Background: an optimization exercise with open tools, aiming at small area. Do not read the settings as production practice. RTL that was checked went through simulation tests only; none was proved equivalent to the original. No activity file was given, so power comes from the tool's default toggle rates.

==> v38 <==
==> flow/design.v (excerpt) <==
module xc3s_uart(
    input  wire CLK_50M,  
    input  wire ARST,  
    input wire UART_RX,  
    output wire UART_TX,  
    input wire UART_RX_A,  
    output wire UART_TX_A,  
    input wire [2:0] BTN,
    input wire [7:0] SWT,
    output wire [7:0] LED,
    output wire [3:0] SSG_AN_n,  
    output wire [6:0] SSG_n,  
    output wire SSG_DP_n  
    );
localparam [7:0] CR = 8'h0D;
wire clk = CLK_50M;
reg [2:0] rst_delay;  
wire rst = ~rst_delay[2];
always @(posedge clk) begin
    if ( !rst_delay[2] ) begin
        rst_delay <= rst_delay + 3'd1;
    end
    if ( ARST ) begin
        rst_delay <= 0;
    end
end
wire [7:0] uart1_rx_d;
wire uart1_rx_dv;
wire [7:0] uart1_tx_d;
wire uart1_tx_ld;
wire uart1_tx_dv;
wire uart1_tx_dr;
wire uart1_tx_dr_next;
uart_rx #(.RESET_DATA(0)) uart1_rx(
    .clk(clk),
    .rst(rst),
    .rx(UART_RX),
    .d(uart1_rx_d),
    .dv(uart1_rx_dv)
    );
uart_tx uart1_tx(
    .clk(clk),
    .rst(rst),
    .din(uart1_tx_d),
    .ld(uart1_tx_ld),
    .dv(uart1_tx_dv),
    .dr(uart1_tx_dr),
    .dr_next(uart1_tx_dr_next),
  ...
clock: 20.0 ns
lec_check: 0
cap_margin: 20
core_margin: 2
core_utilization: 40
slew_margin: 20
standard.sh (not shown) runs the stock make flow with config.mk's settings and CLKGATE_MAP_FILE= SYNTH_SCRIPT=/design/flow/synth_recipe.tcl, a recipe that flattens the netlist after the stock synthesis.
==> flow/flow/run.sh <==
#!/bin/bash
# The standard layout (standard.sh), with three changes to how it is made:
# - synthesis leaves adders to ABC (no half/full adder cell extraction) and
#   maps the logic with an area-oriented ABC script (flow/abc.script: &deepsyn,
#   then delay-relaxed &nf), in place of ORFS's abc_speed.script;
# - port buffers are buf_1 cells;
# - the clock tree uses clkbuf_8 cells in clusters of up to 16 sinks, without
#   dummy loads.
set -euo pipefail
rm -rf scripts_abc
cp -r "$FLOW_HOME/scripts" scripts_abc
cp flow/abc.script scripts_abc/abc_speed.script
export BUFFER_PORTS_ARGS="-buffer_cell sky130_fd_sc_hd__buf_1"
export CTS_ARGS="-sink_clustering_enable -repair_clock_nets -dont_use_dummy_load -buf_list sky130_fd_sc_hd__clkbuf_8 -sink_clustering_size 16 -sink_clustering_max_diameter 100"
ADDER_MAP_FILE= SCRIPTS_DIR="$PWD/scripts_abc" bash standard.sh synth > synth.log 2>&1
bash standard.sh > layout.log 2>&1
==> flow/flow/abc.script <==
&get -n
&st
&deepsyn -T 30
&dch -f
&nf -R 1000 -p -F 8 -A 4
&put
topo
stime -c
dnsize -c
==> inputs of v28, as changes to v38 <==
--- a/flow/design.v
+++ b/flow/design.v
@@ -6,42 +6,42 @@
     (
     input  wire clk,
     input  wire rst,  
     input  wire rx,
     output reg  [7:0] d,
-    output wire dv
+    output reg  dv
     );
 reg [1:0] rx_i;  
 reg [8:0] clk_count;  
 reg [3:0] bit_count;  
 wire [8:0] clk_next = {clk_count[7:0], ~( clk_count[8] ^ clk_count[4] )};
 wire [3:0] bit_next = {bit_count[2:0], ~( bit_count[3] ^ bit_count[2] )};
 wire clk_wrap = ( 9'b101101100 == clk_count );  
 wire clk_sample = ( 9'b000100110 == clk_count );  
 wire idle = ~bit_count[2] & ~bit_count[0];  
 wire last = bit_count[3] & ~bit_count[2] & ~bit_count[1];  
-assign dv = ~bit_count[2] & bit_count[1] & ~bit_count[0];  
 always @(posedge clk) begin
     rx_i <= {rx_i[0], rx};
     clk_count <= clk_wrap ? 9'd0 : clk_next;
+    dv <= 0;
     if ( idle && ( 2'b10 == rx_i )) begin
         clk_count <= 0;
     end else if ( clk_sample ) begin
         if ( idle ) begin
             if ( !rx ) begin
                 bit_count <= 4'b0001;  
             end
         end else begin
-            bit_count <= bit_next;  
+            bit_count <= bit_next;
             if ( !last ) begin
                 d <= {rx, d[7:1]};
+            end else begin
+                dv <= 1;
+                bit_count <= 0;
             end
         end
     end
-    if ( dv ) begin
-        bit_count <= 0;
-    end
     if ( rst ) begin
         rx_i <= 2'b11;
         clk_count <= 0;
         bit_count <= 0;
         if ( RESET_DATA ) begin
@@ -54,49 +54,54 @@
     input  wire clk,
     input  wire rst,  
     input  wire [7:0] din,
     input  wire ld,  
     input  wire dv,  
-    output wire dr,  
+    output reg  dr,  
     output wire dr_next,  
-    output wire tx
+    output reg  tx
     );
 reg [8:0] clk_count;  
 reg [3:0] bit_count;  
-reg [7:0] d;  
+reg [7:0] d;
 wire [8:0] clk_next = {clk_count[7:0], ~( clk_count[8] ^ clk_count[4] )};
 wire [3:0] bit_next = {bit_count[2:0], ~( bit_count[3] ^ bit_count[2] )};
 wire clk_wrap = ( 9'b101101100 == clk_count );  
 wire clk_zero = ( 9'd0 == clk_count );
-assign dr = &bit_count;
-wire bit_start = ~bit_count[3] & ~bit_count[2] & ~bit_count[1] & bit_count[0];  
+wire bit_zero = ~bit_count[2] & ~bit_count[1] & ~bit_count[0];  
 wire bit_stop = bit_count[3] & ~bit_count[2] & ~bit_count[1];  
 wire bit_end = ~bit_count[2] & bit_count[1] & ~bit_count[0];  
-wire bit_zero = ~bit_count[2] & ~bit_count[1] & ~bit_count[0];  
 wire frame_end = clk_wrap & bit_end;
 assign dr_next = ( dv & dr ) ? 1'b0 : ( frame_end | dr );
-assign tx = bit_start ? 1'b0 : ( dr | bit_zero | bit_end | d[0] );
 always @(posedge clk) begin
     clk_count <= clk_wrap ? 9'd0 : clk_next;
     if ( frame_end ) begin
-        bit_count <= 4'b1111;
+        bit_count <= 0;
+        dr <= 1;
     end
     if ( ld ) begin
         d <= din;
     end
     if ( dv && dr ) begin
+        dr <= 0;
         clk_count <= 0;
         bit_count <= 0;
+        tx <= 1;
     end
     if ( !dr && clk_zero ) begin
         bit_count <= bit_next;
-        if ( !bit_zero && !bit_start && !bit_stop && !bit_end ) begin
-            d <= d >> 1;  
+        tx <= 1;
+        if ( bit_zero ) begin
+            tx <= 0;  
+        end else if ( !bit_stop && !bit_end ) begin
+            tx <= d[0];
+            d <= d >> 1;
         end
     end
     if ( rst ) begin
-        bit_count <= 4'b1111;
+        tx <= 1;
+        dr <= 1;
     end
 end
 endmodule  
 `resetall
 `timescale 1ns / 1ps
@@ -126,15 +131,15 @@
 localparam [7:0] SPACE = 8'h20;
 reg [4:0] fifo [0:7];
 reg [3:0] rx_count;  
 reg rx_enable;
 reg [2:0] tx_count;  
+reg tx_prompt;
 reg tx_bs;
 reg tx_space;
 reg tx_xon;
 reg tx_next;  
-wire tx_prompt = ~( tx_count[2] & tx_count[1] );
 wire tx_dr = tx_dr_i & ~tx_dv;
 assign rx_fifo_nz = |rx_count;
 assign io_tx_dr = tx_dr & tx_xon & ~( tx_prompt | tx_space | tx_bs );
 wire rx_0_9 = ( 4'h3 == rx_d[7:4] ) && ( rx_d[3:0] <= 4'h9 );
 wire rx_a_f = ( 3'b010 == {rx_d[7:6], rx_d[4]} ) && ( rx_d[3:0] != 4'h0 ) && ( rx_d[3:0] <= 4'h6 );
@@ -166,10 +171,11 @@
                 tx_space <= 1;
             end
         end
         if ( CR == rx_d ) begin
             rx_enable <= 1;
+            tx_prompt <= 1;
             tx_count <= 0;
         end
         if ( XON == rx_d ) begin
             tx_xon <= 1;
         end
@@ -188,12 +194,12 @@
     end else begin
         rx_enable <= 0;  
     end
     if ( tx_dr ) begin
         if ( tx_prompt ) begin
-            if ( tx_count[2] & tx_count[0] ) begin  
-                tx_count <= 3'd7;
+            if ( 3'd5 == tx_count ) begin
+                tx_prompt <= 0;
             end else begin
                 tx_count <= tx_count + 3'd1;
             end
         end
         if ( tx_space ) begin
@@ -203,19 +209,20 @@
         if ( tx_bs ) begin
             tx_bs <= 0;
         end
         if ( io_tx_dr && io_tx_dv ) begin
             if ( CR == io_tx_d ) begin
+                tx_prompt <= 1;
                 tx_count <= 0;
             end
         end
     end
     tx_dv <= tx_next;
     if ( rst ) begin
         rx_count <= 0;
         rx_enable <= 0;
-        tx_count <= 3'd7;
+        tx_prompt <= 0;
         tx_bs <= 0;
         tx_space <= 0;
         tx_xon <= 1;
     end
 end
@@ -402,31 +409,30 @@
 assign LED[4] = uart2_rx_d[4] | BTN[0];
 assign LED[5] = uart2_rx_d[5] | BTN[1];
 assign LED[6] = uart2_rx_d[6] | BTN[2];
 assign LED[7] = uart2_rx_d[7] | ARST;
 reg [2:0] u_rx_count;  
-reg u_rxd_cmd_0;  
+reg [3:0] u_rxd_cmd;  
 reg [15:0] u_rxd_param;
 reg [15:0] u_txd;  
 reg [2:0] u_tx_count;  
 reg u_rx_end;
-wire u_tx_enable = ~( u_tx_count[2] & u_tx_count[0] );
+reg u_tx_enable;
 wire u_hex = io_rx_d[4];
 wire [3:0] u_nib = io_rx_d[3:0];
 wire [3:0] u_tx_nib = u_txd[15:12];
 assign io_tx_d = !u_tx_enable ? CR :
     {4'h0, u_tx_nib} + (( u_tx_nib < 4'hA ) ? "0" : ( "A" - 8'h0A ));
 wire u_tx_send = u_tx_enable && io_tx_dr && !io_tx_dv;
-wire u_reply = u_rxd_cmd_0 && (( 3'd1 == u_rx_count ) || ( 3'd5 == u_rx_count ));
 always @(posedge clk) begin
     u_rx_end <= 0;
     if ( io_rx_dv ) begin
         ssg_dp <= {u_hex, ssg_dp[3:1]};
         if ( u_hex ) begin
             ssg_on <= {1'b0, ssg_on[3:1]};
             if ( 3'd0 == u_rx_count ) begin
-                u_rxd_cmd_0 <= ( 4'h0 == u_nib );
+                u_rxd_cmd <= u_nib;
             end
             if ( 3'd2 == u_rx_count ) begin
                 u_rxd_param[15:12] <= u_nib;
             end
             if ( 3'd3 == u_rx_count ) begin
@@ -447,36 +453,37 @@
         ssg_digit[1] <= ssg_digit[2];
         ssg_digit[2] <= ssg_digit[3];
         ssg_digit[3] <= u_nib;
     end
     if ( u_rx_end ) begin
-        if ( u_rxd_cmd_0 ) begin
+        if ( 4'h0 == u_rxd_cmd ) begin
             if ( 3'd1 == u_rx_count ) begin
                 if ( !u_tx_send ) begin
                     u_txd <= {SWT, uart1_rx_d};
                 end
+                u_tx_enable <= 1;
             end
             if ( 3'd5 == u_rx_count ) begin
                 ssg_on <= 4'b1111;  
                 if ( !u_tx_send ) begin
                     u_txd <= u_rxd_param;
                 end
+                u_tx_enable <= 1;
             end
         end
         u_rx_count <= 0;
-        if ( u_tx_enable || u_reply ) begin
-            u_tx_count <= 0;
-        end
+        u_tx_count <= 0;
     end
-    if ( io_tx_dv && !( u_rx_end && u_reply )) begin
+    if ( io_tx_dv && !( u_rx_end && ( 4'h0 == u_rxd_cmd ) &&
+            (( 3'd1 == u_rx_count ) || ( 3'd5 == u_rx_count )))) begin
         u_txd <= {u_txd[11:0], 4'h0};
     end
     io_tx_dv <= 0;
     if ( u_tx_send ) begin
         io_tx_dv <= 1;
-        if ( u_tx_count[2] ) begin  
-            u_tx_count <= 3'd7;
+        if ( 3'd4 == u_tx_count ) begin
+            u_tx_enable <= 0;
         end else begin
             u_tx_count <= u_tx_count + 3'd1;
         end
     end
     if ( rst ) begin
@@ -486,9 +493,9 @@
         ssg_digit[1] <= 0;
         ssg_digit[2] <= 0;
         ssg_digit[3] <= 0;
         u_rx_count <= 0;
         u_rxd_param[3:0] <= 0;
-        u_tx_count <= 3'd7;
+        u_tx_enable <= 0;
     end
 end
 endmodule  
==> flow/flow/run.sh (replaced) <==
#!/bin/bash
# The standard layout (standard.sh), with three changes to how it is made:
# - synthesis maps the logic with an area-oriented ABC script (flow/abc.script:
#   &deepsyn, then delay-relaxed &nf), in place of ORFS's abc_speed.script;
# - port buffers are buf_1 cells;
# - the clock tree uses clkbuf_8 cells in clusters of up to 16 sinks, without
#   dummy loads.
set -euo pipefail
rm -rf scripts_abc
cp -r "$FLOW_HOME/scripts" scripts_abc
cp flow/abc.script scripts_abc/abc_speed.script
export BUFFER_PORTS_ARGS="-buffer_cell sky130_fd_sc_hd__buf_1"
export CTS_ARGS="-sink_clustering_enable -repair_clock_nets -dont_use_dummy_load -buf_list sky130_fd_sc_hd__clkbuf_8 -sink_clustering_size 16 -sink_clustering_max_diameter 100"
SCRIPTS_DIR="$PWD/scripts_abc" bash standard.sh synth > synth.log 2>&1
bash standard.sh > layout.log 2>&1
==> qor summary <==
                                                                                                  v28                 v38
Run status                                                           no timing/DRC/antenna violations  no timing/DRC/antenna violations
GR Layer Usage met2                                                                             22.8%               22.8%
Number of nets produced by synthesis                                                              930                 831
Area share of and/or/nand/nor cells after synthesis                                             17.1%               19.3%
Area fraction in compound gates after synthesis                                                 15.5%               17.4%
FF-to-FF End                                                                            uart1_tx.d[2]  console.fifo[7][4]
DR WL met3                                                                                     741 um              708 um
Clock buffer and inverter area fraction after layout                                            2.38%               2.59%
Fmax                                                                                          119 MHz             119 MHz
Flop and latch count out of synthesis                                                             237                 227
Multiplexer share of the synthesized area                                                      0.884%              0.626%
Pre-CTS setup slack                                                                          11570 ps            11580 ps
Fraction of area in multi-input gates                                                           36.6%               35.4%
Comb power frac                                                                                  3.9%                4.3%
LEAKAGE                                                                                       3.81 nW             3.46 nW
Hpwl dp                                                                                      12400 um            11600 um
DR WL/cell                                                                                    14.6 um             14.9 um
DR WL met2                                                                                    8100 um             7610 um
Final routed wirelength across all metal layers                                              18300 um            17200 um
TAP cells                                                                                         319                 280
Site row count                                                                                     56                  54
Number of flops mapped to enable cells by yosys                                                    89                  78
Post-synthesis share of cell area spent on full adders, half adders and majority gates          5.02%                  0%
First-pass GRT wire length                                                                   30800 um            28800 um
Function not checked in v28: the RTL went through the layout flow alone.

afterwards: timing with drivers on the ports:
In the flow no input, the clock included, has a driving cell. The finished layouts below were timed again as built, in two steps.
Step 1 (the two cells are an assumption about what drives the block):
set clk [get_ports {CLK_50M}]
set_driving_cell -lib_cell sky130_fd_sc_hd__clkbuf_16 $clk
set_driving_cell -lib_cell sky130_fd_sc_hd__buf_2 [delete_from_list [all_inputs] $clk]
Step 2 also shifts input and output timing later by t, the mid clock arrival at the registers, as if the neighbouring blocks saw the same clock.
Three values: ideal, step 1, step 2; two values: the first two.
run	t, ns	setup WS [ns]	hold slack, ns	clock arrival spread, ns
v38	0.530	11.568 / 11.544 / 11.544	0.425 / 0.425 / 0.425	0.054 / 0.054
v28	0.547	11.567 / 11.547 / 11.547	0.426 / 0.426 / 0.426	0.016 / 0.016
After both steps setup and hold are still met in every run listed. For v38, which loses most, drivers alone change the setup slack by -0.024 ns; drivers and shift together by -0.024 ns.
